This is an optimization exercise on Yosys and OpenROAD, whose aim is small area, not a production implementation.
At most, simulation tests tie the RTL to the original design; equivalence was not proved.
No functional check of the RTL was part of runs 1 and 2.
The clock port is modelled as an ideal driver; clocking choices that lean on that would not hold on a real chip.
No activity file was given, so power comes from the tool's default toggle rates.

==> flow/design.v <==
module usb2_crc16 (
input	wire	[15:0]	c,
input	wire	[7:0]	data,
output	wire	[15:0]	next_crc
);
	wire	[7:0]	d = {data[0], data[1], data[2], data[3],
						data[4], data[5], data[6], data[7]};
	assign next_crc = {
		^d[7:0] ^ ^c[15:7],
		c[6],
		c[5],
		c[4],
		c[3],
		c[2],
		d[7] ^ c[1] ^ c[15],
		^d[7:6] ^ ^c[0] ^ ^c[15:14],
		^d[6:5] ^ ^c[14:13],
		^d[5:4] ^ ^c[13:12],
		^d[4:3] ^ ^c[12:11],
		^d[3:2] ^ ^c[11:10],
		^d[2:1] ^ ^c[10:9],
		^d[1:0] ^ ^c[9:8],
		^d[7:1] ^ ^c[15:9],
		^d[7:0] ^ ^c[15:8]
	};
endmodule
module usb2_crc5 (
input	wire	[4:0]	c,
input	wire	[10:0]	data,
output	wire	[4:0]	next_crc
);
	wire	[10:0]	d = { 	data[0], data[1], data[2], data[3], data[4],
							data[5], data[6], data[7], data[8], data[9],
							data[10] };
	wire	[4:0]	q = {
		^d[10:9] ^ ^d[6:5] ^ d[3] ^ d[0] ^ c[0] ^ ^c[4:3],
		d[10] ^ ^d[7:6] ^ d[4] ^ d[1] ^ ^c[1:0] ^ c[4],
		^d[10:7] ^ d[6] ^ ^d[3:2] ^ d[0] ^ ^c[4:0],
		^d[10:7] ^^ d[4:3] ^ d[1] ^ ^c[4:1],
		^d[10:8] ^ ^d[5:4] ^ d[2] ^ ^c[4:2]
	};
	assign	next_crc = ~q;
endmodule
module usb2_packet (
input	wire			phy_clk,
input	wire			reset_n,
input	wire			in_act,
input	wire	[7:0]	in_byte,
input	wire			in_latch,
input	wire			out_cts,
input	wire			out_nxt,
output	wire	[7:0]	out_byte,
output	reg				out_latch,
output	reg				out_stp,
output	reg		[3:0]	sel_endp,
output	wire	[8:0]	buf_in_addr,
output	wire	[7:0]	buf_in_data,
output	wire			buf_in_wren,
input	wire			buf_in_ready,
output	reg				buf_in_commit,
output	reg		[9:0]	buf_in_commit_len,
input	wire			buf_in_commit_ack,
output	reg		[9:0]	buf_out_addr,
input	wire	[7:0]	buf_out_q,
input	wire	[9:0]	buf_out_len,
input	wire			buf_out_hasdata,
output	reg				buf_out_arm,
input	wire			buf_out_arm_ack,
input	wire	[1:0]	endp_mode,
output	reg				data_toggle_act,
input	wire	[1:0]	data_toggle,
input	wire	[6:0]	dev_addr,
output	reg				err_crc_pid,
output	reg				err_crc_tok,
output	reg				err_crc_pkt,
output	wire			err_pid_out_of_seq,
output	reg		[10:0]	dbg_frame_num,
output	wire	[2:0]	dbg_pkt_type
);
	parameter [3:0]	PID_TOKEN_OUT		= 4'hE,
					PID_TOKEN_IN		= 4'h6,
					PID_TOKEN_SOF		= 4'hA,
					PID_TOKEN_SETUP		= 4'h2,
					PID_TOKEN_PING		= 4'hB,
					PID_DATA_0			= 4'hC,
					PID_DATA_1			= 4'h4,
					PID_DATA_2			= 4'h8,
					PID_DATA_M			= 4'h0,
					PID_HAND_ACK		= 4'hD,
					PID_HAND_NAK		= 4'h5;
	parameter [2:0]	PKT_TYPE_UNDEF		= 3'h0,
					PKT_TYPE_TOKEN		= 3'h1,
					PKT_TYPE_DATA		= 3'h2,
					PKT_TYPE_HAND		= 3'h3,
					PKT_TYPE_SPEC		= 3'h4;
	parameter [1:0]	EP_MODE_ISOCH		= 2'd1;
	parameter [3:0]	PC_UNDEF			= 4'b0000,
					PC_DATA				= 4'b0010,
					PC_HAND				= 4'b0011,
					PC_ACK				= 4'b0111,
					PC_SPEC				= 4'b0100,
					PC_IN				= 4'b1001,
					PC_OUT				= 4'b1010,
					PC_SETUP			= 4'b1011,
					PC_SOF				= 4'b1100,
					PC_PING				= 4'b1101;
	parameter [2:0]	PS_ACK				= 3'b111,
					PS_NAK				= 3'b011;
	parameter [1:0]	PL_OTHER			= 2'd0,
					PL_IN				= 2'd1,
					PL_OUT				= 2'd2,
					PL_SETUP			= 2'd3;
	parameter [3:0]	ST_RST_0			= 4'd0,
					ST_RST_1			= 4'd1,
					ST_IDLE				= 4'd2,
					ST_IN_1				= 4'd3,
					ST_IN_TOK			= 4'd4,
					ST_IN_TOK_PING		= 4'd5,
					ST_PRE_EOP			= 4'd6,
					ST_WAIT_EOP			= 4'd7,
					ST_DATA_CRC			= 4'd8,
					ST_OUT_PRE_0		= 4'd9,
					ST_OUT_PRE_1		= 4'd10,
					ST_OUT_0			= 4'd11,
					ST_OUT_1			= 4'd12,
					ST_OUT_2			= 4'd13,
					ST_OUT_3			= 4'd14;
	reg				reset_1, reset_2;
	reg		[8:0]	buf_in_addr_2, buf_in_addr_1, buf_in_addr_0;
	reg		[7:0]	buf_in_data_1, buf_in_data_0;
	reg				buf_in_wren_1, buf_in_wren_0;
	reg				buf_in_ready_latch;
	reg				out_nxt_1;
	wire	[3:0]	pid			= in_byte[7:4];
	wire			pid_valid	= (pid == ~in_byte[3:0]);
	reg		[3:0]	pid_code;
	reg		[1:0]	pid_last;
	reg		[2:0]	pid_send;
	wire	[2:0]	pkt_type = {~pid_code[3] & pid_code[2] & ~pid_code[1],
								~pid_code[3] & pid_code[1],
								pid_code[3] | (pid_code[1] & pid_code[0])};
	wire	[2:0]	data_pid	= {~data_toggle[0], ~data_toggle[1], 1'b0};
	reg		[6:0]	tok_addr;
	reg		[6:0]	packet_token_addr_stored;
	reg		[6:0]	local_dev_addr;
	reg		[10:0]	bc;
	wire	[10:0]	bc_inc = bc + 1'b1;
	wire	[3:0]	tok_endp_now	= {buf_in_data_1[2:0], buf_in_data_0[7]};
	wire	[4:0]	tok_crc5_now	= buf_in_data_1[7:3];
	wire	[10:0]	tok_frame_now	= {buf_in_data_1[2:0], buf_in_data_0};
	reg		[15:0]	crc16;
	reg				crc16_byte_sel;
	reg				crc_v;
	reg		[7:0]	crc_e;
	reg				crc_ok;
	wire	[15:0]	crc16_fix_out = ~{crc16[8], crc16[9], crc16[10], crc16[11],
									crc16[12], crc16[13], crc16[14], crc16[15],
									crc16[0], crc16[1], crc16[2], crc16[3],
									crc16[4], crc16[5], crc16[6], crc16[7]};
	reg		[3:0]	state;
	assign			buf_in_addr = buf_in_addr_0;
	assign			buf_in_data = buf_in_data_0;
	assign			buf_in_wren = buf_in_wren_0 && (state == ST_IN_1) && (pid_code == PC_DATA);
	reg				out_byte_buf;
	reg		[7:0]	out_byte_out;
	reg		[1:0]	out_byte_crc;
	wire	[7:0]	out_crc_mux = 	out_byte_crc[0] ? crc16_fix_out[15:8] : crc16_fix_out[7:0];
	wire	[7:0]	tx_byte		= out_byte_buf ? buf_out_q : out_byte_out;
	assign			out_byte	= 	out_byte_crc[1] ? out_crc_mux : tx_byte;
	assign dbg_pkt_type = pkt_type;
	assign err_pid_out_of_seq = 1'b0;
	wire	[4:0]	next_crc5;
	usb2_crc5 ic5 (
		.c			( 5'h1F ),
		.data		( tok_frame_now ),
		.next_crc	( next_crc5 )
	);
	wire	[15:0]	next_crc16;
	wire	[7:0]	crc16_byte	= crc16_byte_sel ? tx_byte : in_byte;
	usb2_crc16 ic16 (
		.c			( crc16 ),
		.data		( crc16_byte ),
		.next_crc	( next_crc16 )
	);
	wire	[15:0]	first_crc16;
	usb2_crc16 ic16f (
		.c			( 16'hffff ),
		.data		( in_byte ),
		.next_crc	( first_crc16 )
	);
	wire	[7:0]	p_hi	= crc16_byte_sel ? first_crc16[15:8] : next_crc16[15:8];
	wire			p_v		= crc16_byte_sel ? (in_byte == 8'h00) : (next_crc16[7:0] == 8'h02);
always @(posedge phy_clk) begin
	out_nxt_1 <= out_nxt;
	{reset_2, reset_1} <= {reset_1, reset_n};
	if(in_latch) begin
		{buf_in_addr_1, buf_in_addr_0} <= {buf_in_addr_2, buf_in_addr_1};
		{buf_in_data_1, buf_in_data_0} <= {in_byte, buf_in_data_1};
		{buf_in_wren_1, buf_in_wren_0} <= {(bc < 512) && buf_in_ready_latch &&
											(packet_token_addr_stored == dev_addr), buf_in_wren_1};
	end
	out_stp <= 0;
	buf_in_commit <= 0;
	buf_out_arm <= 0;
	data_toggle_act <= 0;
	case(state)
	ST_RST_0: begin
		bc[10:9] <= 0;
		err_crc_pid <= 0;
		err_crc_tok <= 0;
		err_crc_pkt <= 0;
		pid_code <= PC_UNDEF;
		local_dev_addr <= 0;
		tok_addr <= 0;
		packet_token_addr_stored <= 0;
		sel_endp <= 0;
		dbg_frame_num <= 0;
		crc_v <= 0;
		crc_ok <= 0;
		crc16_byte_sel <= 0;
		{buf_in_addr_2, buf_in_addr_1, buf_in_addr_0} <= 0;
		{buf_in_data_1, buf_in_data_0} <= 0;
		buf_in_wren_1 <= 0;
		buf_in_ready_latch <= 0;
		buf_in_commit_len <= 0;
		buf_out_addr <= 0;
		out_byte_buf <= 0;
		out_byte_out <= 0;
		out_byte_crc <= 0;
		out_latch <= 0;
		state <= ST_RST_1;
	end
	ST_RST_1: begin
		state <= ST_IDLE;
	end
	ST_IDLE: begin
		if(in_act & in_latch) begin
			if(pid_valid) begin
				pid_last <= (pid_code[3:2] == 2'b10) ? pid_code[1:0] : PL_OTHER;
				case(pid)
				PID_TOKEN_OUT:		pid_code <= PC_OUT;
				PID_TOKEN_IN:		pid_code <= PC_IN;
				PID_TOKEN_SOF:		pid_code <= PC_SOF;
				PID_TOKEN_SETUP:	pid_code <= PC_SETUP;
				PID_TOKEN_PING:		pid_code <= PC_PING;
				PID_HAND_ACK:		pid_code <= PC_ACK;
				default:
					case(pid[1:0])
					2'b00:	pid_code <= PC_DATA;
					2'b01:	pid_code <= PC_HAND;
					default:	pid_code <= PC_SPEC;
					endcase
				endcase
				bc <= 0;
				crc16 <= 16'hffff;
				buf_in_addr_2 <= 0;
				state <= ST_IN_1;
				buf_in_ready_latch <= buf_in_ready;
			end else begin
				err_crc_pid <= 1;
				state <= ST_WAIT_EOP;
			end
		end
	end
	ST_IN_1: begin
		crc16_byte_sel <= 0;
		if(in_latch) begin
			bc <= bc_inc;
			buf_in_addr_2 <= bc_inc[8:0];
			crc16 <= next_crc16;
			crc_ok <= crc_v && (in_byte == crc_e);
			crc_v <= p_v;
			crc_e <= {p_hi[0], p_hi[1], p_hi[2], p_hi[3], p_hi[4], p_hi[5], p_hi[6], p_hi[7]} ^ 8'hbf;
			if(pid_code[3]) begin
				if(bc == 0) tok_addr <= in_byte[6:0];
				if(bc == 1) state <= ST_IN_TOK;
			end
		end
		if(~in_act) begin
			state <= ST_IDLE;
			if(packet_token_addr_stored == local_dev_addr) begin
				if(pid_code == PC_ACK) begin
					data_toggle_act <= 1;
					if(pid_last == PL_IN) buf_out_arm <= 1;
				end
			end
			if(tok_addr == local_dev_addr) begin
				if(pid_last == PL_OUT && bc == 2) begin
					pid_send <= PS_ACK;
					bc <= 0;
					state <= ST_OUT_0;
					buf_in_commit <= 1;
					buf_in_commit_len <= 0;
				end else if(pid_last == PL_OUT || pid_last == PL_SETUP) begin
					state <= ST_DATA_CRC;
					buf_in_commit <= 1;
					buf_in_commit_len <= bc - 10'h2;
				end
			end
		end
	end
	ST_IN_TOK: begin
		state <= ST_WAIT_EOP;
		if(tok_crc5_now != next_crc5) begin
			err_crc_tok <= 1;
			state <= ST_PRE_EOP;
		end
		if(pid_code == PC_SOF)
			dbg_frame_num <= tok_frame_now;
		if(tok_addr == local_dev_addr) begin
			case(pid_code)
			PC_IN: begin
				local_dev_addr <= dev_addr;
				state <= ST_OUT_PRE_0;
			end
			PC_PING: begin
				bc <= 0;
				state <= ST_IN_TOK_PING;
			end
			endcase
			if(pid_code != PC_SOF)
				sel_endp <= tok_endp_now;
		end
		if(pid_code != PC_SOF)
			packet_token_addr_stored <= tok_addr;
	end
	ST_IN_TOK_PING: begin
		bc <= bc_inc;
		if(bc == 7) begin
			pid_send <= buf_in_ready ? PS_ACK : PS_NAK;
			bc <= 0;
			state <= ST_OUT_0;
		end
	end
	ST_PRE_EOP: begin
		state <= ST_WAIT_EOP;
	end
	ST_WAIT_EOP: begin
		out_latch <= 0;
		if(~in_act) state <= ST_IDLE;
	end
	ST_DATA_CRC: begin
		if(crc_ok) begin
			pid_send <= buf_in_ready_latch ? PS_ACK : PS_NAK;
			bc <= 0;
			state <= (endp_mode == EP_MODE_ISOCH) ? ST_WAIT_EOP : ST_OUT_0;
		end else begin
			err_crc_pkt <= 1;
			state <= ST_WAIT_EOP;
		end
	end
	ST_OUT_PRE_0: begin
		bc <= 0;
		pid_send <= data_pid;
		state <= ST_OUT_PRE_1;
	end
	ST_OUT_PRE_1: begin
		bc <= bc_inc;
		if(buf_out_hasdata) begin
			bc <= buf_out_len + 11'h2;
			state <= ST_OUT_0;
		end else if(bc == 31) begin
			pid_send <= PS_NAK;
			bc <= 0;
			state <= (endp_mode == EP_MODE_ISOCH) ? ST_WAIT_EOP : ST_OUT_0;
		end
	end
	ST_OUT_0: begin
		crc16_byte_sel <= 1;
		crc16 <= 16'hffff;
		out_byte_buf <= 0;
		if(out_cts) state <= ST_OUT_1;
	end
	ST_OUT_1: begin
		out_byte_out <= {4'h4, ~pid_send[2:1], 1'b1, ~pid_send[0]};
		out_latch <= 1;
		buf_out_addr <= 0;
		state <= ST_OUT_2;
	end
	ST_OUT_2: begin
		out_latch <= 1'b0;
		if(bc > 0) begin
			out_latch <= 1;
			state <= ST_OUT_3;
		end else begin
			if(out_nxt) begin
				out_stp <= 1;
				if(endp_mode == EP_MODE_ISOCH) begin
					data_toggle_act <= 1;
					buf_out_arm <= 1;
				end
				state <= ST_WAIT_EOP;
			end
		end
	end
	ST_OUT_3: begin
		if(out_nxt) begin
			if(bc == 0) begin
				out_stp <= 1;
				state <= ST_WAIT_EOP;
				out_byte_crc <= 2'b00;
			end else begin
				out_byte_buf <= 1;
			end
			buf_out_addr <= buf_out_addr + 1'b1;
			bc <= bc - 1'b1;
			if(buf_out_addr > 0 && bc > 1)
				crc16 <= next_crc16;
			if(bc == 2) out_byte_crc <= 2'b11;
			if(bc == 1) out_byte_crc <= 2'b10;
		end
		if(~out_nxt & out_nxt_1) begin
			out_byte_out <= buf_out_q;
			out_byte_buf <= 0;
		end
	end
	default: state <= ST_RST_0;
	endcase
	if(~reset_2) begin
		state <= ST_RST_0;
	end
end
endmodule
==> flow/flow/run.sh <==
#!/bin/bash
# Own layout flow:
#  1. the standard synthesis (bash standard.sh synth);
#  2. a second synthesis of the same design with an area-oriented ABC script in
#     place of ORFS's speed script (everything before ABC, and so every
#     register, is the same as in the standard synthesis);
#  3. area-oriented re-mapping of the combinational logic of both netlists with
#     several ABC seeds, registers kept as they are; each candidate is proved
#     equivalent to the standard netlist (registers paired by name) and the
#     smallest one replaces the standard netlist;
#  4. the standard ORFS layout from there, with buf_1 port buffers and a clock
#     tree built from clkbuf_8.
# Every tool writes its full output to a log_*.txt file in this folder.
set -uo pipefail
WORK=$(pwd)
LIB=$FLOW_HOME/platforms/sky130hd/lib/sky130_fd_sc_hd__tt_025C_1v80.lib
R=$WORK/orfs/results/sky130hd/usb2_packet/base
TOP=$FLOW_TOP
DU="-dont_use *lpflow* -dont_use *probe* -dont_use *clkdly* -dont_use *dlygate* -dont_use *dlymetal* -dont_use *clkbuf* -dont_use *clkinv*"

# 1. standard synthesis
bash standard.sh synth > $WORK/log_synth_std.txt 2>&1 || exit 1
cp $R/1_2_yosys.v $WORK/std_netlist.v

regs() { grep -oE "sky130_fd_sc_hd__(df|edf|sdf|dl|sedf)[a-z0-9_]* +[^ ]+ *\(" "$1" | sed 's/ *($//' | sort; }
regs $WORK/std_netlist.v > $WORK/std_regs.txt

# 2. area-oriented synthesis
cat > $WORK/my_abc.script <<'EOA'
strash; &get -n; &st; &deepsyn -T 30; &dch -f; &nf -R 1000; &put; strash; &get -n; &st; &dch -f; &nf -R 1000; &put
EOA
cat > $WORK/my_synth.tcl <<EOT
proc abc {args} {
  set out {}
  set skip 0
  foreach a \$args {
    if {\$skip} { set skip 0; continue }
    if {\$a eq "-script"} { set skip 1; lappend out -script $WORK/my_abc.script; continue }
    if {\$a eq "-D"} { set skip 1; continue }
    lappend out \$a
  }
  yosys abc {*}\$out
}
source $WORK/synth_recipe.tcl
EOT
sed -e "s|WORK_HOME=[^ ]*|WORK_HOME=$WORK/myorfs|" -e "s|SYNTH_SCRIPT=[^ ]*|SYNTH_SCRIPT=$WORK/my_synth.tcl|" -e '/^if /,$d' standard.sh > $WORK/my_synth.sh
CANDS="std"
if bash $WORK/my_synth.sh synth > $WORK/log_synth_my.txt 2>&1; then
  cp $WORK/myorfs/results/sky130hd/usb2_packet/base/1_2_yosys.v $WORK/my_netlist.v
  regs $WORK/my_netlist.v > $WORK/my_regs.txt
  if cmp -s $WORK/std_regs.txt $WORK/my_regs.txt; then CANDS="std my"; fi
fi

resyn() { # resyn IN.v TAG SEED
  local IN=$1 TAG=$2 S=$3
  local FLOPS
  FLOPS=$(grep -o "sky130_fd_sc_hd__[a-z0-9_]*" $IN | sort -u | grep -E "__(df|edf|sdf|dl[a-z]|sedf|conb)" | tr '\n' ' ')
  echo "strash; &get -n; &st; &deepsyn -T 30 -S $S; &dch -f; &nf -R 1000; &put; strash; &get -n; &st; &dch -f; &nf -R 1000; &put" > $WORK/rs_$TAG.abc
  cat > $WORK/rs_$TAG.ys <<EOY
read_liberty -ignore_miss_func $LIB
setattr -mod -set blackbox 1 $FLOPS
read_verilog $IN
hierarchy -top $TOP
flatten
opt -purge
abc -liberty $LIB $DU -script $WORK/rs_$TAG.abc
opt_clean -purge
hilomap -singleton -hicell sky130_fd_sc_hd__conb_1 HI -locell sky130_fd_sc_hd__conb_1 LO
splitnets
opt_clean -purge
tee -o $WORK/rs_$TAG.stat stat -liberty $LIB
select $TOP
write_verilog -noattr -selected $WORK/rs_$TAG.v
EOY
  yosys -l $WORK/log_rs_$TAG.txt $WORK/rs_$TAG.ys > /dev/null 2>&1
}
check() { # check CAND.v TAG -> prints area if equivalent to std netlist with the same registers
  local V=$1 TAG=$2
  [[ -f $V ]] || return 1
  regs $V > $WORK/regs_$TAG.txt
  cmp -s $WORK/std_regs.txt $WORK/regs_$TAG.txt || return 1
  cat > $WORK/eq_$TAG.ys <<EOY
read_liberty -ignore_miss_func $LIB
read_verilog $WORK/std_netlist.v
rename $TOP gold
read_verilog $V
rename $TOP gate
flatten gold gate
opt_clean
equiv_make gold gate equiv
hierarchy -top equiv
equiv_simple -seq 2
equiv_induct
equiv_status -assert
EOY
  yosys -l $WORK/log_eq_$TAG.txt $WORK/eq_$TAG.ys > /dev/null 2>&1 || return 1
  return 0
}
area() { grep "Chip area" $1 | awk '{print $NF}'; }

# 3. round 1: 4 seeds on each starting netlist
for C in $CANDS; do
  for S in 1 2 3 4; do resyn $WORK/${C}_netlist.v r1_${C}_$S $S & done
done
wait
BEST=""; BESTA=1e18
pick() { # pick TAG
  local TAG=$1 A
  [[ -f $WORK/rs_$TAG.stat ]] || return
  A=$(area $WORK/rs_$TAG.stat)
  if python3 -c "import sys; sys.exit(0 if float('$A') < float('$BESTA') else 1)"; then
    if check $WORK/rs_$TAG.v $TAG; then BEST=$TAG; BESTA=$A; fi
  fi
}
for C in $CANDS; do for S in 1 2 3 4; do pick r1_${C}_$S; done; done
echo "round 1 best: ${BEST:-none} $BESTA" >> $WORK/log_resyn_choice.txt
if [[ -n "$BEST" ]]; then
  B1=$BEST
  for S in 5 6 7 8; do resyn $WORK/rs_$B1.v r2_$S $S & done
  wait
  for S in 5 6 7 8; do pick r2_$S; done
  echo "round 2 best: $BEST $BESTA" >> $WORK/log_resyn_choice.txt
  cp $WORK/rs_$BEST.v $R/1_2_yosys.v
  touch $R/1_2_yosys.v
  rm -f $R/1_synth.odb $R/1_synth.sdc
  bash standard.sh synth > $WORK/log_synth_odb.txt 2>&1 || exit 1
fi

# 4. layout
export BUFFER_PORTS_ARGS="-buffer_cell sky130_fd_sc_hd__buf_1"
export CTS_ARGS="-sink_clustering_enable -repair_clock_nets -dont_use_dummy_load -buf_list sky130_fd_sc_hd__clkbuf_8"
bash standard.sh > $WORK/log_layout.txt 2>&1
==> flow/standard.sh <==
#!/bin/bash
# synth_recipe.tcl (not shown) runs the flow's synth.tcl, then flattens the netlist and writes it again
# the make line also repeats each setting of config.mk as NAME=value (left out here)
make -C /OpenROAD-flow-scripts/flow DESIGN_CONFIG=/design/flow/config.mk WORK_HOME=/design/flow/orfs CLKGATE_MAP_FILE= SYNTH_SCRIPT=/design/flow/synth_recipe.tcl "${@:-finish}"
==> flow/config.mk <==
export PLATFORM = sky130hd
export DESIGN_NAME = usb2_packet
export DESIGN_NICKNAME = usb2_packet
export VERILOG_FILES = /design/flow/design.v
export SDC_FILE = /design/flow/constraint.sdc
export NUM_CORES = 4
export LEC_CHECK = 0
export CAP_MARGIN = 20
export CORE_MARGIN = 2
export CORE_UTILIZATION = 40
export PLACE_DENSITY = 0.6
export SLEW_MARGIN = 20
==> flow/constraint.sdc <==
create_clock -name core_clock -period 10.0 [get_ports {phy_clk}]
set_input_delay 2.0000 -clock core_clock [delete_from_list [all_inputs] [get_ports {phy_clk}]]
set_output_delay 2.0000 -clock core_clock [all_outputs]
set_load 0.01 [all_outputs]
==> results.py, run 1 <==
metrics = {
    "outcome": {
        "status": "complete, no violations",
    },
    "logic_synthesis": {
        "synth.avg_cell_area_um2": 10.9,
        "netlist_area_um2": 8360,
        "yosys_warnings": 1,
        "syn_nets": 811,
        "netlist_instances": 764,
    },
    "layout": {
        "fill_cells": 1952,
        "final_cell_area_um2": 9440,
        "mostFrequentLayoutCell": "edfxtp_1",
        "drive_above_1_share": 0.0331,
        "diodes": 0,
        "final_util": 0.464,
        "synthToLayoutAreaGrowth_pct": 13.0,
        "final_nets": 954,
        "mostFrequentLayoutCells": "129 x edfxtp_1, 116 x buf_1, 69 x nor2_1",
    },
    "setup_path": {
        "path_max_fanout": 13,
        "arrival_ps": 3100,
        "required_ps": 8000,
        "start_kind": "flop",
        "critPathKind": "reg2out",
        "worstSetupEndpointType": "output pin",
    },
    "sta": {
        "rsz0062_at_grt": "false",
        "period_minus_slack_ps": 5100,
        "relSlewSlack": 0.336,
        "finalCritPeriodShare": 0.510,
        "hold_viol": 0,
        "holdWs_ps": 365,
        "fin_setup_tns_ps": 0,
        "tightest_slew_ps": 987,
        "slew_viol_final": 0,
        "fin_skew_ps": 27.1,
        "setup_viol": 0,
        "max_freq_mhz": 196,
    },
    "detailed_routing": {
        "vias": 6486,
        "wl_mm": 21.6,
        "first_pass_iters": 7,
        "ant_nets": 0,
        "route.detailed.drc": 0,
        "vias_per_cell": 5.52,
        "drt_iter0_markers": 523,
        "wire_per_inst_um": 18.3,
    },
    "grt": {
        "grt_pass1_wl_mm": 33.3,
        "grt_max_degree": 39,
        "track_usage": 0.195,
        "grt_pass1_vias": 6069,
        "antenna_found_initial": 0,
        "grt.overflow.total": 0,
    },
    "power_and_ir_drop": {
        "p_per_area_nw_per_um2": 315,
        "cellLeakagePower_uw": 0.00341,
        "vdd_drop_max_uv": 156,
    },
    "cts": {
        "cts_made_buffers": 17,
        "clkSlewWorstSetupHoldPaths_ps": 70,
        "cts_tree": "yes",
        "cts.sinks": 175,
        "ctsHoldBuffers": 0,
        "clock_latency_ps": 460,
        "cts_resized": 0,
        "clock_tree.buffer_depth": 2,
        "cts_root_buf": "clkbuf_8",
        "cts_setup_buffers": 0,
        "cts_max_level": 4,
    },
    "place": {
        "placed_area_um2": 9210,
        "io_buffer_count": 116,
        "place_hpwl_mm": 15.5,
        "finalWeightedCongestion": 0.888,
    },
    "run": {
        "maxCapViolCount": 0,
    },
    "floorplan": {
        "die_area_um2": 22100,
        "start_util": 0.410,
        "rows": 52,
        "die_h_um": 149,
        "num_io_pins": 120,
        "die_x_um": 149,
        "core_area_um2": 20400,
    },
    "hold_path": {
        "hold_class": "reg2reg",
    },
}
## metal layers
metal / part of all wire / vias to the layer above / GRT usage
met5: 0 / - / 0
met4: 0.011 / 0 / 0.0424
met3: 0.080 / 21 / 0.0479
met2: 0.44 / 251 / 0.297
met1: 0.47 / 3064 / 0.284
li1: - / 3150 / -
## cell type report
cell class	instances	area, um^2	area share
clock buffers	17	234	0.0248
well taps	270	338	0.0358
flip-flops and latches	175	4790	0.508
repair buffers	124	495	0.0525
inverters	23	86.3	0.00914
multi-input cells	566	3500	0.370
## worst paths after layout
| kind | startpoint | end | slack [ps] | cells after the start |
|---|---|---|---|---|
| worst max register to register | state[1] | bc[9] | 6250 | 8 |
| worst min register to register | reset_1 | reset_2 | 370 | 0 |
| worst max-delay path | state[1] | buf_in_wren | 4900 | 6 |
| worst min-delay path | reset_1 | reset_2 | 370 | 0 |
## stage by stage
step                      power (uW)  setup slack [ps]  cells
after global routing            3170              4690   1175
after detailed placement        2610              5080   1158
final                           2970              4900   1175
after CTS                       2980              4940   1175
after global placement          2600              5110   1158
after floorplan                 2180              5500    764
## state kept, by name, indices dropped and copies added (netlist names), 9 cells and up
| signal | cells |
|---|---|
| bc | 11 |
| buf_in_commit_len | 10 |
| buf_out_addr | 10 |
| buf_in_addr_1 | 9 |
| buf_in_addr_2 | 9 |
| buf_in_addr_0 | 9 |
| dbg_frame_num | 11 |
| crc16 | 16 |
## power by group
group / leakage (uW) / total (uW) / internal (uW) / switching [uW]
Combinational: 0.00166 / 1180 / 433 / 751
Clock: 0.000122 / 370 / 150 / 220
Sequential: 0.00163 / 1420 / 1160 / 260
## critical path, cell delays in order (launching register included)
cell and delay [ps]:
dfxtp_1 660, inv_1 200, nor2_1 490, nand2_1 180, nor2_1 630, and4_1 330, buf_1 170
==> run 2: changes to the inputs <==
--- a/flow/config.mk
+++ b/flow/config.mk
@@ -7,6 +7,6 @@
 export LEC_CHECK = 0
-export CAP_MARGIN = 20
+export CAP_MARGIN = 0
 export CORE_MARGIN = 2
-export CORE_UTILIZATION = 40
-export PLACE_DENSITY = 0.6
-export SLEW_MARGIN = 20
+export CORE_UTILIZATION = 65
+export PLACE_DENSITY = 0.8
+export SLEW_MARGIN = 0
==> results.py, run 2 <==
metrics = {
    "sta": {
        "relSlewSlack": 0.163,
        "fin_ws_ps": 5060,
        "tightest_slew_ps": 1250,
        "fin_setup_tns_ps": 0,
        "finalCritPeriodShare": 0.494,
        "setup_viol": 0,
        "hold_viol": 0,
        "rsz0062_at_grt": "false",
        "max_freq_mhz": 202,
        "holdWs_ps": 349,
        "slew_viol_final": 0,
        "period_minus_slack_ps": 4940,
        "fin_skew_ps": 23.3,
    },
    "setup_path": {
        "critPathBufInv": 3,
        "cpLargestDelayFamily": "compound AO/OA/AOI/OAI gates",
        "start_kind": "primary input",
        "required_ps": 8000,
        "crit_slowest_cell": "a221oi_1",
        "critPathKind": "in2out",
        "arrival_ps": 2940,
        "cp_slowest_stage_delay_ps": 280,
        "cp_cell_sequence": "buf_1, inv_1, a21oi_1, nor2_1, a221oi_1, buf_1",
        "worstSetupEndpointType": "output pin",
        "crit_top_cell": "buf_1",
        "path_max_fanout": 3,
    },
    "layout": {
        "drive_above_1_share": 0.0319,
        "synthToLayoutAreaGrowth_pct": 11.5,
        "diodes": 0,
        "final_cells": 1080,
        "mostFrequentLayoutCell": "edfxtp_1",
        "largest-register": "crc16",
        "final_util": 0.739,
        "largest_reg_flops": 16,
        "final_nets": 957,
        "mostFrequentLayoutCells": "129 x edfxtp_1, 116 x buf_1, 73 x nor2_1",
        "fill_cells": 925,
        "reg.largest.list": "crc16: 16 flops, bc: 11 flops, dbg_frame_num: 11 flops",
    },
    "detailed_routing": {
        "first_pass_iters": 7,
        "vias": 6751,
        "route.detailed.drc": 0,
        "ant_nets": 0,
        "wl_mm": 20.2,
        "vias_per_cell": 6.25,
        "wire_per_inst_um": 18.7,
        "drt_iter0_markers": 845,
    },
    "place": {
        "finalWeightedCongestion": 0.986,
        "io_buffer_count": 116,
        "pre_cts_ws_ps": 5080,
        "place_hpwl_mm": 14.5,
        "dp.cells": 1063,
    },
    "power_and_ir_drop": {
        "cellLeakagePower_uw": 0.00337,
        "p_per_area_nw_per_um2": 331,
        "vdd_drop_max_uv": 338,
    },
    "grt": {
        "grt_max_degree": 41,
        "grt_pass1_wl_mm": 30.9,
        "track_usage": 0.300,
        "grt.overflow.total": 0,
        "grt_pass1_vias": 5936,
        "antenna_found_initial": 0,
    },
    "cts": {
        "clock_latency_ps": 460,
        "clock_tree.buffer_depth": 2,
        "cts_max_level": 4,
        "cts_setup_buffers": 0,
        "cts_resized": 0,
        "cts.sinks": 175,
        "clkSlewWorstSetupHoldPaths_ps": 80,
        "cts_made_buffers": 17,
        "cts_root_buf": "clkbuf_8",
        "ctsHoldBuffers": 0,
        "cts_tree": "yes",
    },
    "floorplan": {
        "die_area_um2": 13700,
        "die_h_um": 117,
        "num_io_pins": 120,
        "core_area_um2": 12600,
        "rows": 41,
        "die_x_um": 117,
        "start_util": 0.663,
    },
    "run": {
        "maxCapViolCount": 0,
    },
    "logic_synthesis": {
        "synth.avg_cell_area_um2": 10.9,
        "yosys_warnings": 1,
        "syn_nets": 814,
        "netlist_area_um2": 8330,
        "netlist_instances": 767,
    },
    "hold_path": {
        "hold_class": "reg2reg",
    },
    "outcome": {
        "status": "complete, no violations",
    },
}
run 2: final timing paths:
check	start	to	slack [ps]	depth (start not counted)
worst max register to register	state[0]	bc[10]	6380	9
worst min register to register	reset_1	reset_2	350	0
worst min-delay path	reset_1	reset_2	350	0
worst max-delay path	buf_out_q[6]	out_byte[6]	5060	6
run 2: cell type report:
class | count | area (um^2) | area share
Clock buffer | 17 | 234 | 0.0252
Tap cell | 172 | 215 | 0.0232
Multi-Input combinational cell | 570 | 3470 | 0.374
Sequential cell | 175 | 4790 | 0.516
Timing Repair Buffer | 124 | 495 | 0.0533
Inverter | 22 | 82.6 | 0.00889
run 2: worst reg2reg max path, cell delays in order (launching register included):
cell	delay, ps
dfxtp_1	700
nor2b_1	620
nand2_1	160
buf_4	270
nor3_1	530
nand2_1	140
o21ai_0	400
nand2_1	180
a22oi_1	250
xnor2_1	100
run 2: layer usage:
metal	vias up	share of wire	GRT usage
li1	3163	-	-
met1	3188	0.43	0.432
met2	358	0.46	0.458
met3	42	0.082	0.0572
met4	0	0.022	0.107
met5	-	0	0
run 2: through the flow:
stage	area, um^2	total power, uW
floorplan	8330	2260
global placement	9060	2660
detailed placement	9060	2700
CTS	9290	3060
global route	9290	3270
finish	9290	3080
run 2: power by group:
part / switching, uW / internal, uW
Clock: 215 / 150
Sequential: 273 / 1170
Combinational: 805 / 459
==> run 3: changes to the inputs <==
--- a/flow/design.v
+++ b/flow/design.v
@@ -146,3 +146,5 @@
 	reg		[10:0]	bc;
+	reg				bc_neg;
 	wire	[10:0]	bc_inc = bc + 1'b1;
+	wire			bc_lt512 = bc_neg ? ((bc == 0) || (bc > 11'd1536)) : (bc < 512);
 	wire	[3:0]	tok_endp_now	= {buf_in_data_1[2:0], buf_in_data_0[7]};
@@ -198,3 +200,3 @@
 		{buf_in_data_1, buf_in_data_0} <= {in_byte, buf_in_data_1};
-		{buf_in_wren_1, buf_in_wren_0} <= {(bc < 512) && buf_in_ready_latch &&
+		{buf_in_wren_1, buf_in_wren_0} <= {bc_lt512 && buf_in_ready_latch &&
 											(packet_token_addr_stored == dev_addr), buf_in_wren_1};
@@ -208,2 +210,3 @@
 		bc[10:9] <= 0;
+		bc_neg <= 0;
 		err_crc_pid <= 0;
@@ -254,2 +257,3 @@
 				bc <= 0;
+				bc_neg <= 0;
 				crc16 <= 16'hffff;
@@ -359,3 +363,4 @@
 		if(buf_out_hasdata) begin
-			bc <= buf_out_len + 11'h2;
+			bc <= ~({1'b0, buf_out_len} + 11'h1);
+			bc_neg <= 1;
 			state <= ST_OUT_0;
@@ -405,7 +410,7 @@
 			buf_out_addr <= buf_out_addr + 1'b1;
-			bc <= bc - 1'b1;
-			if(buf_out_addr > 0 && bc > 1)
+			bc <= bc_inc;
+			if(buf_out_addr > 0 && bc != 0 && bc != 11'h7ff)
 				crc16 <= next_crc16;
-			if(bc == 2) out_byte_crc <= 2'b11;
-			if(bc == 1) out_byte_crc <= 2'b10;
+			if(bc == 11'h7fe) out_byte_crc <= 2'b11;
+			if(bc == 11'h7ff) out_byte_crc <= 2'b10;
 		end
==> results.py, run 3 <==
metrics = {
    "layout": {
        "final_nets": 944,
        "final_util": 0.738,
        "mostFrequentLayoutCells": "130 x edfxtp_1, 116 x buf_1, 73 x nor2_1",
        "drive_above_1_share": 0.0302,
        "reg.largest.list": "crc16: 16 flops, bc: 11 flops, dbg_frame_num: 11 flops",
        "synthToLayoutAreaGrowth_pct": 11.5,
        "mostFrequentLayoutCell": "edfxtp_1",
        "largest_reg_flops": 16,
        "diodes": 0,
        "largest-register": "crc16",
    },
    "detailed_routing": {
        "wl_mm": 20.8,
        "vias_per_cell": 6.32,
        "route.detailed.drc": 0,
        "drt_iter0_markers": 881,
        "ant_nets": 0,
        "wire_per_inst_um": 19.5,
        "vias": 6748,
        "first_pass_iters": 5,
    },
    "setup_path": {
        "r2r-start": "state[1]",
        "cp_cell_sequence": "nand2_1, or3_1, nor4_1, buf_1",
        "ff2ff_setup_slack_ps": 6260,
        "arrival_ps": 3100,
        "start_kind": "flop",
        "r2r_cells": 8,
        "crit_slowest_cell": "dfxtp_1",
        "cp_slowest_stage_delay_ps": 810,
        "worstSetupEndpointType": "output pin",
        "worstReg2RegEnd": "pid_send[1]",
        "required_ps": 8000,
        "critPathKind": "reg2out",
        "path_max_fanout": 24,
    },
    "power_and_ir_drop": {
        "power.share.switching": 0.410,
        "vdd_drop_max_uv": 214,
        "power.switching_uw": 1200,
        "power_frac_clock": 0.126,
        "combPwrFrac": 0.390,
        "cellLeakagePower_uw": 0.00324,
        "power_frac_seq": 0.484,
        "p_per_area_nw_per_um2": 316,
        "power_uw": 2920,
        "p_int_uw": 1720,
    },
    "cts": {
        "ctsHoldBuffers": 0,
        "cts_tree": "yes",
        "clkSlewWorstSetupHoldPaths_ps": 70,
        "clock_tree.buffer_depth": 2,
        "cts.sinks": 176,
        "cts_root_buf": "clkbuf_8",
        "cts_max_level": 4,
        "cts_setup_buffers": 0,
        "clock_latency_ps": 460,
        "cts_made_buffers": 17,
        "cts_resized": 0,
    },
    "hold_path": {
        "hold_end": "reset_2",
        "hold_path_startpoint": "reset_1",
        "holdPathStages": 0,
        "hold_class": "reg2reg",
    },
    "grt": {
        "grt_pass1_vias": 6205,
        "grt_pass1_wl_mm": 31.9,
        "grt_max_degree": 36,
        "track_usage": 0.308,
        "grt.overflow.total": 0,
        "antenna_found_initial": 0,
    },
    "sta": {
        "period_minus_slack_ps": 5100,
        "setup_viol": 0,
        "fin_skew_ps": 26.9,
        "rsz0062_at_grt": "false",
        "finalCritPeriodShare": 0.510,
        "hold_viol": 0,
        "tightest_slew_ps": 1020,
        "max_freq_mhz": 196,
        "slew_viol_final": 0,
        "fin_ws_ps": 4900,
        "relSlewSlack": 0.318,
        "fin_setup_tns_ps": 0,
    },
    "floorplan": {
        "start_util": 0.662,
        "num_io_pins": 120,
        "die_area_um2": 13700,
        "die_h_um": 117,
        "core_area_um2": 12500,
        "rows": 41,
        "die_x_um": 117,
    },
    "outcome": {
        "status": "complete, no violations",
    },
    "logic_synthesis": {
        "netlist_area_um2": 8280,
        "syn_nets": 801,
        "synth.avg_cell_area_um2": 11.0,
        "netlist_instances": 754,
        "yosys_warnings": 1,
    },
    "run": {
        "maxCapViolCount": 0,
    },
    "place": {
        "place_hpwl_mm": 15.1,
        "io_buffer_count": 116,
        "pre_cts_ws_ps": 5130,
        "finalWeightedCongestion": 0.947,
    },
}
[run 3: cell types whose count changed in the layout (fill, tap and decap cells not counted), moves of 6 or more]
cell and delta:
a21oi_1 -8, and2_0 +32, and3_1 -30, nand2_1 -6, nand3_1 -8, o21ai_0 +6, o22a_1 +7
[run 3: per-stage QoR]
stage | hold WS, ps | std cells | cell area [um^2]
after detailed placement | 337 | 1050 | 9000
after global routing | 357 | 1067 | 9240
final | 356 | 1067 | 9240
after CTS | 360 | 1067 | 9240
after global placement | 313 | 1050 | 9000
after floorplan | 310 | 754 | 8280
[run 3: final cells by class]
class / instances / area, um^2
clock buffers: 17 / 234
flip-flops and latches: 176 / 4820
repair buffers: 124 / 495
fillers: 934 / 3280
multi-input cells: 554 / 3380
well taps: 172 / 215
inverters: 24 / 90.1
[run 3: how the worst max path moves through the flow]
stage	from	to	slack, ps	depth (start not counted)
after floorplan	buf_out_q[3]	out_byte[3]	5460	3
after global routing	state[1]	buf_in_wren	4750	4
after global placement	buf_out_q[3]	out_byte[3]	5160	5
after CTS	state[1]	buf_in_wren	4950	4
after detailed placement	buf_out_q[3]	out_byte[3]	5130	5
final	state[1]	buf_in_wren	4900	4
[run 3: layer usage]
| metal | track usage | part of all wire | routed length (um) | vias up |
|---|---|---|---|---|
| li1 | - | - | - | 3080 |
| met1 | 0.406 | 0.39 | 8200 | 3239 |
| met2 | 0.505 | 0.50 | 10300 | 375 |
| met3 | 0.0721 | 0.084 | 1740 | 54 |
| met4 | 0.108 | 0.026 | 549 | 0 |
| met5 | 0 | 0 | 0 | - |
[run 3: critical path, delay by kind of cell, from the launching register on]
kind	cells	cell delay (ps)
flip-flops	1	810
buffers and inverters	1	210
AND/OR/NAND/NOR	3	1610
[run 3: power by group through the flow]
stage                     combinational [uW]  sequential, uW  clock [uW]
after floorplan                          745            1400           0
after global placement                  1090            1400           0
after detailed placement                1120            1420           0
after CTS                               1130            1400         368
after global routing                    1250            1450         395
final                                   1140            1410         368
==> run 4: changes to the inputs <==
--- a/flow/design.v
+++ b/flow/design.v
@@ -148,3 +148,4 @@
 	wire	[10:0]	bc_inc = bc + 1'b1;
-	wire			bc_lt512 = bc_neg ? ((bc == 0) || (bc > 11'd1536)) : (bc < 512);
+	wire			bc_hi0 = (bc[8:1] == 0);
+	wire			bc_lt512 = bc_neg ? ((bc_hi0 && bc[10:9] == 0) || (bc >= 11'd1538)) : (bc < 512);
 	wire	[3:0]	tok_endp_now	= {buf_in_data_1[2:0], buf_in_data_0[7]};
@@ -186,10 +187,6 @@
 	);
-	wire	[15:0]	first_crc16;
-	usb2_crc16 ic16f (
-		.c			( 16'hffff ),
-		.data		( in_byte ),
-		.next_crc	( first_crc16 )
-	);
-	wire	[7:0]	p_hi	= crc16_byte_sel ? first_crc16[15:8] : next_crc16[15:8];
 	wire			p_v		= crc16_byte_sel ? (in_byte == 8'h00) : (next_crc16[7:0] == 8'h02);
+	wire	[7:0]	p_e		= crc16_byte_sel ? 8'h00 :
+								({next_crc16[8], next_crc16[9], next_crc16[10], next_crc16[11],
+								  next_crc16[12], next_crc16[13], next_crc16[14], next_crc16[15]} ^ 8'hbf);
 always @(posedge phy_clk) begin
@@ -276,3 +273,3 @@
 			crc_v <= p_v;
-			crc_e <= {p_hi[0], p_hi[1], p_hi[2], p_hi[3], p_hi[4], p_hi[5], p_hi[6], p_hi[7]} ^ 8'hbf;
+			crc_e <= p_e;
 			if(pid_code[3]) begin
@@ -300,3 +297,4 @@
 					buf_in_commit <= 1;
-					buf_in_commit_len <= bc - 10'h2;
+					buf_in_commit_len <= {bc[9] ^ bc_hi0,
+						bc_hi0 ? {8'hff, bc[0]} : buf_in_addr_0};
 				end
@@ -363,3 +361,3 @@
 		if(buf_out_hasdata) begin
-			bc <= ~({1'b0, buf_out_len} + 11'h1);
+			bc <= {1'b1, ~buf_out_len};
 			bc_neg <= 1;
@@ -386,3 +384,3 @@
 		out_latch <= 1'b0;
-		if(bc > 0) begin
+		if(bc != {10'd0, bc_neg}) begin
 			out_latch <= 1;
@@ -402,3 +400,3 @@
 		if(out_nxt) begin
-			if(bc == 0) begin
+			if(bc == 1) begin
 				out_stp <= 1;
@@ -411,6 +409,6 @@
 			bc <= bc_inc;
-			if(buf_out_addr > 0 && bc != 0 && bc != 11'h7ff)
+			if(buf_out_addr > 0 && (bc[10:1] != 0))
 				crc16 <= next_crc16;
-			if(bc == 11'h7fe) out_byte_crc <= 2'b11;
-			if(bc == 11'h7ff) out_byte_crc <= 2'b10;
+			if(bc == 11'h7ff) out_byte_crc <= 2'b11;
+			if(bc == 11'h000) out_byte_crc <= 2'b10;
 		end
--- a/flow/flow/run.sh
+++ b/flow/flow/run.sh
@@ -11,3 +11,3 @@
 #  4. the standard ORFS layout from there, with buf_1 port buffers and a clock
-#     tree built from clkbuf_8.
+#     tree built from clkbuf_8, then sized down where the clock slew allows.
 # Every tool writes its full output to a log_*.txt file in this folder.
@@ -131,2 +131,3 @@
 export CTS_ARGS="-sink_clustering_enable -repair_clock_nets -dont_use_dummy_load -buf_list sky130_fd_sc_hd__clkbuf_8"
+export POST_CTS_TCL=$WORK/flow/post_cts.tcl
 bash standard.sh > $WORK/log_layout.txt 2>&1
==> flow/flow/post_cts.tcl (new file) <==
proc clk_max_slew {} {
  set ms 0
  foreach pin [get_pins -hierarchical */CLK] { set s [get_property $pin slew_max]; if {$s > $ms} {set ms $s} }
  return $ms
}
proc clk_downsize {limit smaller_list} {
  set changed 0
  foreach inst [get_cells *] {
    set m [get_property $inst ref_name]
    if {![string match "sky130_fd_sc_hd__clkbuf_*" $m]} continue
    foreach cand $smaller_list {
      set ca [get_property [get_lib_cells */$cand] area]
      set ma [get_property [get_lib_cells */$m] area]
      if {$ca >= $ma} continue
      replace_cell $inst [get_lib_cells */$cand]
      estimate_parasitics -placement
      if {[clk_max_slew] <= $limit} { set m $cand; incr changed; break } else { replace_cell $inst [get_lib_cells */$m]; estimate_parasitics -placement }
    }
  }
  return $changed
}
estimate_parasitics -placement
puts "post_cts: clock slew before [clk_max_slew]"
set n [clk_downsize 0.100 {sky130_fd_sc_hd__clkbuf_2 sky130_fd_sc_hd__clkbuf_4}]
puts "post_cts: downsized $n clock buffers, clock slew now [clk_max_slew]"
detailed_placement
estimate_parasitics -placement
==> results.py, run 4 <==
metrics = {
    "grt": {
        "track_usage": 0.314,
        "grt_pass1_wl_mm": 32.1,
        "antenna_found_initial": 0,
        "grt.overflow.total": 0,
        "grt_pass1_vias": 6223,
        "grt_max_degree": 38,
    },
    "layout": {
        "largest-register": "crc16",
        "multi_input_area_um2": 3260,
        "final_nets": 925,
        "drive_above_1_share": 0.0285,
        "final_cell_area_um2": 9090,
        "mostFrequentLayoutCells": "130 x edfxtp_1, 116 x buf_1, 66 x nor2_1",
        "synthToLayoutAreaGrowth_pct": 11.0,
        "seqCellArea_um2": 4820,
        "largest_reg_flops": 16,
        "mostFrequentLayoutCell": "edfxtp_1",
        "fill_cells": 895,
        "reg.largest.list": "crc16: 16 flops, bc: 11 flops, dbg_frame_num: 11 flops",
        "diodes": 0,
    },
    "logic_synthesis": {
        "synth.avg_cell_area_um2": 11.1,
        "netlist_area_um2": 8190,
        "netlist_instances": 737,
        "yosys_warnings": 1,
        "syn_nets": 784,
    },
    "floorplan": {
        "rows": 40,
        "start_util": 0.673,
        "die_h_um": 116,
        "die_x_um": 116,
        "num_io_pins": 120,
        "die_area_um2": 13500,
        "core_area_um2": 12200,
    },
    "sta": {
        "setup_viol": 0,
        "fin_ws_ps": 5150,
        "slew_viol_final": 0,
        "fin_skew_ps": 40.8,
        "fin_setup_tns_ps": 0,
        "rsz0062_at_grt": "false",
        "hold_viol": 0,
        "holdWs_ps": 349,
        "relSlewSlack": 0.104,
        "finalCritPeriodShare": 0.485,
        "period_minus_slack_ps": 4850,
        "max_freq_mhz": 206,
        "tightest_slew_ps": 1330,
    },
    "place": {
        "io_buffer_count": 116,
        "pre_cts_ws_ps": 5190,
        "placed_area_um2": 8880,
        "finalWeightedCongestion": 0.957,
        "place_hpwl_mm": 15.0,
    },
    "run": {
        "maxCapViolCount": 0,
    },
    "setup_path": {
        "critPathKind": "in2out",
        "ff2ff_setup_slack_ps": 6110,
        "required_ps": 8000,
        "r2r_cells": 7,
        "crit_top_cell": "buf_1",
        "r2r-start": "bc[5]",
        "path_max_fanout": 3,
        "cp_slowest_stage_delay_ps": 280,
        "arrival_ps": 2850,
        "crit_slowest_cell": "a221oi_1",
        "start_kind": "primary input",
        "worstSetupEndpointType": "output pin",
        "cp_cell_sequence": "buf_1, mux2_1, nor2_1, a221oi_1, buf_1",
        "worstReg2RegEnd": "pid_send[1]",
    },
    "power_and_ir_drop": {
        "power.switching_uw": 1190,
        "p_per_area_nw_per_um2": 318,
        "power_frac_clock": 0.120,
        "cellLeakagePower_uw": 0.00333,
        "power.share.switching": 0.413,
        "power_frac_seq": 0.485,
        "combPwrFrac": 0.395,
        "p_int_uw": 1700,
        "vdd_drop_max_uv": 206,
    },
    "cts": {
        "clock_latency_ps": 620,
        "cts.sinks": 176,
        "cts_tree": "yes",
        "clkSlewWorstSetupHoldPaths_ps": 80,
    },
    "hold_path": {
        "hold_end": "reset_2",
        "hold_class": "reg2reg",
        "hold_path_startpoint": "reset_1",
        "holdPathStages": 0,
    },
    "detailed_routing": {
        "first_pass_iters": 8,
        "vias_per_cell": 6.30,
        "vias": 6580,
        "route.detailed.drc": 0,
        "wire_per_inst_um": 19.4,
        "drt_iter0_markers": 971,
        "ant_nets": 0,
        "wl_mm": 20.3,
    },
    "outcome": {
        "status": "complete, no violations",
    },
}
==> run 4: how the worst max path moves through the flow <==
stage / from / slack (ps) / depth (start not counted) / to
finish: buf_out_q[2] / 5150 / 5 / out_byte[2]
detailed placement: buf_out_q[2] / 5190 / 5 / out_byte[2]
floorplan: buf_out_q[7] / 5470 / 3 / out_byte[7]
global placement: buf_out_q[2] / 5220 / 5 / out_byte[2]
global route: buf_out_q[2] / 5110 / 5 / out_byte[2]
==> run 4: per-layer routing <==
metal  routed length [um]  global-route usage  part of all wire  up-vias
li1                     -                   -                 -     3037
met1                 8110               0.420              0.40     3114
met2                 9830               0.510              0.49      381
met3                 1790              0.0664             0.088       48
met4                  528               0.119             0.026        0
met5                    0                   0                 0        -
==> run 4: worst max-delay path, delay by kind of cell <==
kind	cells	cell delay [ps]
AO/OA/AOI/OAI	1	280
buffers and inverters	2	320
multiplexers	1	200
AND/OR/NAND/NOR	1	50
==> run 4: cell type report <==
type / instances / share of cell area
Sequential cell: 176 / 0.531
Multi-Input combinational cell: 533 / 0.359
Timing Repair Buffer: 122 / 0.0528
Tap cell: 168 / 0.0231
Clock buffer: 17 / 0.0230
Inverter: 28 / 0.0116
==> run 4: metrics by stage <==
stage                util  std cells  total power (uW)
floorplan               -        737              2140
global placement    0.730       1027              2500
detailed placement  0.730       1027              2540
global route        0.748       1044              3070
finish              0.748       1044              2890
==> run 4: power groups by stage <==
stage / Sequential (uW) / Clock (uW) / Combinational, uW
global route: 1440 / 371 / 1260
finish: 1400 / 345 / 1140
detailed placement: 1410 / 0 / 1130
global placement: 1400 / 0 / 1100
floorplan: 1390 / 0 / 745
==> run 5: changes to the inputs <==
--- a/flow/design.v
+++ b/flow/design.v
@@ -206,26 +206,2 @@
 	ST_RST_0: begin
-		bc[10:9] <= 0;
-		bc_neg <= 0;
-		err_crc_pid <= 0;
-		err_crc_tok <= 0;
-		err_crc_pkt <= 0;
-		pid_code <= PC_UNDEF;
-		local_dev_addr <= 0;
-		tok_addr <= 0;
-		packet_token_addr_stored <= 0;
-		sel_endp <= 0;
-		dbg_frame_num <= 0;
-		crc_v <= 0;
-		crc_ok <= 0;
-		crc16_byte_sel <= 0;
-		{buf_in_addr_2, buf_in_addr_1, buf_in_addr_0} <= 0;
-		{buf_in_data_1, buf_in_data_0} <= 0;
-		buf_in_wren_1 <= 0;
-		buf_in_ready_latch <= 0;
-		buf_in_commit_len <= 0;
-		buf_out_addr <= 0;
-		out_byte_buf <= 0;
-		out_byte_out <= 0;
-		out_byte_crc <= 0;
-		out_latch <= 0;
 		state <= ST_RST_1;
@@ -421,2 +397,32 @@
 	endcase
+	if(state == ST_RST_0) begin
+		bc <= 0;
+		bc_neg <= 0;
+		crc16 <= 0;
+		crc_e <= 0;
+		pid_last <= PL_OTHER;
+		pid_send <= 0;
+		err_crc_pid <= 0;
+		err_crc_tok <= 0;
+		err_crc_pkt <= 0;
+		pid_code <= PC_UNDEF;
+		local_dev_addr <= 0;
+		tok_addr <= 0;
+		packet_token_addr_stored <= 0;
+		sel_endp <= 0;
+		dbg_frame_num <= 0;
+		crc_v <= 0;
+		crc_ok <= 0;
+		crc16_byte_sel <= 0;
+		{buf_in_addr_2, buf_in_addr_1, buf_in_addr_0} <= 0;
+		{buf_in_data_1, buf_in_data_0} <= 0;
+		{buf_in_wren_1, buf_in_wren_0} <= 0;
+		buf_in_ready_latch <= 0;
+		buf_in_commit_len <= 0;
+		buf_out_addr <= 0;
+		out_byte_buf <= 0;
+		out_byte_out <= 0;
+		out_byte_crc <= 0;
+		out_latch <= 0;
+	end
 	if(~reset_2) begin
--- a/flow/flow/post_cts.tcl
+++ b/flow/flow/post_cts.tcl
@@ -23,3 +23,3 @@
 puts "post_cts: clock slew before [clk_max_slew]"
-set n [clk_downsize 0.100 {sky130_fd_sc_hd__clkbuf_2 sky130_fd_sc_hd__clkbuf_4}]
+set n [clk_downsize 0.110 {sky130_fd_sc_hd__clkbuf_2 sky130_fd_sc_hd__clkbuf_4}]
 puts "post_cts: downsized $n clock buffers, clock slew now [clk_max_slew]"
==> results.py, run 5 <==
metrics = {
    "layout": {
        "fill_cells": 825,
        "final_nets": 963,
        "final_cell_area_um2": 8130,
        "reg.largest.list": "crc16: 16 flops, bc: 11 flops, dbg_frame_num: 11 flops",
        "largest-register": "crc16",
        "synthToLayoutAreaGrowth_pct": 11.6,
        "multi_input_area_um2": 3720,
        "drive_above_1_share": 0.0274,
        "seqCellArea_um2": 3520,
        "largest_reg_flops": 16,
        "mostFrequentLayoutCells": "176 x dfxtp_1, 116 x buf_1, 84 x a22o_1",
        "mostFrequentLayoutCell": "dfxtp_1",
    },
    "grt": {
        "track_usage": 0.328,
        "grt_pass1_vias": 6211,
        "grt.overflow.total": 0,
        "grt_max_degree": 32,
        "grt_pass1_wl_mm": 30.5,
        "antenna_found_initial": 1,
    },
    "setup_path": {
        "start_kind": "primary input",
        "critPathKind": "in2out",
        "crit_slowest_cell": "mux2i_1",
        "required_ps": 8000,
        "path_max_fanout": 2,
        "critPathBufInv": 2,
        "cpLargestDelayFamily": "multiplexers",
        "crit_top_cell": "buf_1",
        "arrival_ps": 2830,
        "worstSetupEndpointType": "output pin",
        "cp_slowest_stage_delay_ps": 320,
        "cp_cell_sequence": "buf_1, mux2i_1, o22a_1, o21ai_0, buf_1",
    },
    "place": {
        "io_buffer_count": 116,
        "place_hpwl_mm": 14.2,
        "finalWeightedCongestion": 0.921,
        "placed_area_um2": 7940,
    },
    "floorplan": {
        "rows": 38,
        "core_area_um2": 10900,
        "die_area_um2": 12100,
        "start_util": 0.669,
        "die_x_um": 110,
        "num_io_pins": 120,
        "die_h_um": 110,
    },
    "sta": {
        "relSlewSlack": 0.183,
        "tightest_slew_ps": 1220,
        "finalCritPeriodShare": 0.483,
        "fin_skew_ps": 32.6,
        "period_minus_slack_ps": 4830,
        "hold_viol": 0,
        "rsz0062_at_grt": "false",
        "fin_setup_tns_ps": 0,
        "setup_viol": 0,
        "slew_viol_final": 0,
        "max_freq_mhz": 207,
    },
    "power_and_ir_drop": {
        "p_per_area_nw_per_um2": 280,
        "cellLeakagePower_uw": 0.00309,
        "vdd_drop_max_uv": 245,
    },
    "run": {
        "maxCapViolCount": 0,
    },
    "logic_synthesis": {
        "syn_nets": 823,
        "netlist_area_um2": 7280,
        "synth.avg_cell_area_um2": 9.38,
        "yosys_warnings": 1,
        "netlist_instances": 776,
    },
    "detailed_routing": {
        "vias_per_cell": 6.37,
        "vias": 6720,
        "first_pass_iters": 6,
        "ant_nets": 0,
        "drt_iter0_markers": 681,
        "wire_per_inst_um": 18.7,
        "route.detailed.drc": 0,
        "wl_mm": 19.7,
    },
    "hold_path": {
        "hold_class": "reg2reg",
    },
    "outcome": {
        "status": "complete, no violations",
    },
    "cts": {
        "cts_tree": "yes",
        "clock_latency_ps": 800,
        "clkSlewWorstSetupHoldPaths_ps": 90,
        "cts.sinks": 176,
    },
}
## run 5: power by group
group          internal, uW  total (uW)  switching (uW)  leakage, uW
clock network           114         328             215     0.000101
registers               811         942             131      0.00143
logic                   355        1010             651      0.00156
## run 5: worst paths after layout
path | from | endpoint | slack, ps | depth (start not counted)
worst max-delay path | buf_out_q[7] | out_byte[7] | 5170 | 5
worst min-delay path | reset_1 | reset_2 | 340 | 0
worst max register to register | state[1] | bc[1] | 5310 | 11
worst min register to register | reset_1 | reset_2 | 340 | 0
## run 5: per-stage QoR
stage,hold slack (ps),util,setup WS (ps),std cells,power (uW)
floorplan,310,-,4950,776,1650
global placement,312,0.729,4630,1037,1900
detailed placement,320,0.729,4510,1037,1930
global route,354,0.746,4950,1055,2410
finish,340,0.746,5170,1055,2280
## run 5: layer usage
metal | global-route usage | wire, um | vias to the layer above
met5 | 0 | 0 | -
met4 | 0.147 | 701 | 0
met3 | 0.0676 | 1500 | 62
met2 | 0.539 | 9280 | 340
met1 | 0.415 | 8200 | 3168
li1 | - | - | 3150
## run 5: cell type report
class,instances,share of cell area
inverters,14,0.00647
clock buffers,17,0.0223
well taps,140,0.0216
flip-flops and latches,176,0.434
multi-input cells,586,0.457
diodes,1,0.000308
repair buffers,121,0.0582
==> run 6: changes to the inputs <==
--- a/flow/design.v
+++ b/flow/design.v
@@ -114,15 +114,15 @@
 					ST_RST_1			= 4'd1,
-					ST_IDLE				= 4'd2,
-					ST_IN_1				= 4'd3,
-					ST_IN_TOK			= 4'd4,
-					ST_IN_TOK_PING		= 4'd5,
-					ST_PRE_EOP			= 4'd6,
-					ST_WAIT_EOP			= 4'd7,
-					ST_DATA_CRC			= 4'd8,
-					ST_OUT_PRE_0		= 4'd9,
-					ST_OUT_PRE_1		= 4'd10,
-					ST_OUT_0			= 4'd11,
-					ST_OUT_1			= 4'd12,
-					ST_OUT_2			= 4'd13,
-					ST_OUT_3			= 4'd14;
+					ST_IDLE				= 4'd8,
+					ST_IN_1				= 4'd12,
+					ST_IN_TOK			= 4'd14,
+					ST_IN_TOK_PING		= 4'd6,
+					ST_PRE_EOP			= 4'd9,
+					ST_WAIT_EOP			= 4'd10,
+					ST_DATA_CRC			= 4'd13,
+					ST_OUT_PRE_0		= 4'd2,
+					ST_OUT_PRE_1		= 4'd3,
+					ST_OUT_0			= 4'd4,
+					ST_OUT_1			= 4'd5,
+					ST_OUT_2			= 4'd7,
+					ST_OUT_3			= 4'd15;
 	reg				reset_1, reset_2;
--- a/flow/flow/run.sh
+++ b/flow/flow/run.sh
@@ -87,2 +87,6 @@
 rename $TOP gate
+rename -hide gold/c:_*_
+rename -hide gate/c:_*_
+rename -hide gold/w:_*_
+rename -hide gate/w:_*_
 flatten gold gate
==> results.py, run 6 <==
metrics = {
    "cts": {
        "clkSlewWorstSetupHoldPaths_ps": 80,
        "cts.sinks": 176,
        "clock_latency_ps": 820,
        "cts_tree": "yes",
    },
    "setup_path": {
        "arrival_ps": 2790,
        "start_kind": "primary input",
        "worstReg2RegEnd": "crc16[7]",
        "crit_slowest_cell": "a222oi_1",
        "crit_start": "buf_out_q[1]",
        "crit_end": "out_byte[1]",
        "path_max_fanout": 2,
        "cp_cell_sequence": "buf_1, mux2i_1, a222oi_1, buf_1",
        "critPathKind": "in2out",
        "required_ps": 8000,
        "ff2ff_setup_slack_ps": 6070,
        "cp_slowest_stage_delay_ps": 360,
        "crit_top_cell": "buf_1",
        "worstSetupEndpointType": "output pin",
        "r2r-start": "bc[8]",
        "r2r_cells": 8,
    },
    "grt": {
        "grt_max_degree": 37,
        "antenna_found_initial": 0,
        "grt_pass1_vias": 6173,
        "grt.busiest_layer": "met2",
        "grt_pass1_wl_mm": 30.5,
        "grt.met1_usage": 0.417,
        "grt.overflow.total": 0,
        "track_usage": 0.326,
        "grt.met3_usage": 0.0635,
        "grt_use_met2": 0.530,
    },
    "floorplan": {
        "rows": 38,
        "die_area_um2": 12100,
        "start_util": 0.669,
        "core_area_um2": 10900,
        "num_io_pins": 120,
        "die_x_um": 110,
        "die_h_um": 110,
    },
    "detailed_routing": {
        "vias_per_cell": 6.38,
        "vias": 6807,
        "ant_nets": 0,
        "route.detailed.drc": 0,
        "wl_mm": 19.5,
        "wire_per_inst_um": 18.3,
        "drt_iter0_markers": 753,
        "first_pass_iters": 7,
    },
    "sta": {
        "setup_viol": 0,
        "holdWs_ps": 340,
        "relSlewSlack": 0.269,
        "fin_ws_ps": 5210,
        "finalCritPeriodShare": 0.479,
        "period_minus_slack_ps": 4790,
        "fin_setup_tns_ps": 0,
        "rsz0062_at_grt": "false",
        "tightest_slew_ps": 1090,
        "fin_skew_ps": 36.9,
        "max_freq_mhz": 209,
        "slew_viol_final": 0,
        "hold_viol": 0,
    },
    "logic_synthesis": {
        "netlist_area_um2": 7320,
        "netlist_instances": 790,
        "syn_nets": 837,
        "yosys_warnings": 1,
        "synth.avg_cell_area_um2": 9.26,
    },
    "place": {
        "placed_area_um2": 7960,
        "finalWeightedCongestion": 0.988,
        "place_hpwl_mm": 14.1,
        "io_buffer_count": 116,
        "pre_cts_ws_ps": 4860,
    },
    "outcome": {
        "status": "complete, no violations",
    },
    "power_and_ir_drop": {
        "cellLeakagePower_uw": 0.00315,
        "p_per_area_nw_per_um2": 250,
        "vdd_drop_max_uv": 233,
    },
    "layout": {
        "fill_cells": 838,
        "final_cell_area_um2": 8170,
        "reg.largest.list": "crc16: 16 flops, bc: 11 flops, dbg_frame_num: 11 flops",
        "synthToLayoutAreaGrowth_pct": 11.6,
        "final_nets": 976,
        "largest_reg_flops": 16,
        "diodes": 0,
        "mostFrequentLayoutCells": "176 x dfxtp_1, 116 x buf_1, 86 x a22o_1",
        "mostFrequentLayoutCell": "dfxtp_1",
        "drive_above_1_share": 0.0237,
        "largest-register": "crc16",
        "final_util": 0.747,
    },
    "hold_path": {
        "hold_class": "reg2reg",
    },
    "run": {
        "maxCapViolCount": 0,
    },
}
[run 6: metrics by stage]
stage	power, uW	instances
after floorplan	1450	790
after global placement	1660	1050
after detailed placement	1690	1050
after global routing	2160	1067
final	2050	1067
[run 6: worst max-delay path, delay by kind of cell]
kind	cells	cell delay [ps]
mux	1	140
compound gates	1	360
buf+inv	2	290
[run 6: routing by layer]
layer  vias up  wire length, um
met5         -                0
met2       338             9210
li1       3206                -
met4         0              630
met1      3211             8210
met3        52             1490
[run 6: area by class of cell]
cell class	instances	area, um^2	share of cell area
Clock buffer	17	206	0.0253
Sequential cell	176	3520	0.431
Multi-Input combinational cell	596	3730	0.457
Tap cell	140	175	0.0214
Timing Repair Buffer	120	465	0.0570
Inverter	18	67.6	0.00827
[run 6: how the worst min path moves through the flow]
stage	start	slack (ps)	depth (start not counted)	endpoint
after floorplan	reset_1	310	0	reset_2
after global placement	reset_1	310	0	reset_2
after detailed placement	reset_1	320	0	reset_2
after global routing	reset_1	350	0	reset_2
final	reset_1	340	0	reset_2
[run 6: power by group]
part           leakage [uW]  total (uW)  switching (uW)  internal [uW]
registers           0.00143         896             115            781
clock network      0.000111         344             213            131
logic               0.00161         806             520            285
total               0.00315        2050             849           1200

re-timing with driven ports:
How much do the figures lean on ideal ports? The routed layouts below were timed once more, with nothing changed but the port constraints. Step 1 assumes that a clkbuf_16 drives the clock port and a buf_2 every other input. Step 2 moves the port delays by t, midway between the first and last clock arrival at a register: inputs arrive t later, outputs are due t later. That takes back most of the time a late clock gives input paths. Three values: no drivers, after step 1, after step 2; two values: the first two.
| run | shift t [ns] | setup WS [ns] | worst setup path at the end | clock arrival spread, ns |
|---|---|---|---|---|
| run 1 | 0.483 | 4.899 / 4.858 / 5.124 | input to register | 0.027 / 0.028 |
| run 2 | 0.490 | 5.058 / 5.037 / 5.037 | input to output | 0.023 / 0.023 |
| run 3 | 0.490 | 4.903 / 4.865 / 5.103 | input to output | 0.037 / 0.037 |
| run 4 | 0.639 | 5.149 / 5.126 / 5.126 | input to output | 0.041 / 0.040 |
| run 5 | 0.821 | 5.171 / 5.149 / 4.406 | input to register | 0.033 / 0.033 |
| run 6 | 0.832 | 5.207 / 5.186 / 4.734 | input to register | 0.037 / 0.038 |
After both steps every run listed still meets setup and hold. The setup slack of run 5, which loses most, moves by -0.022 ns with the drivers and by -0.765 ns with both steps.
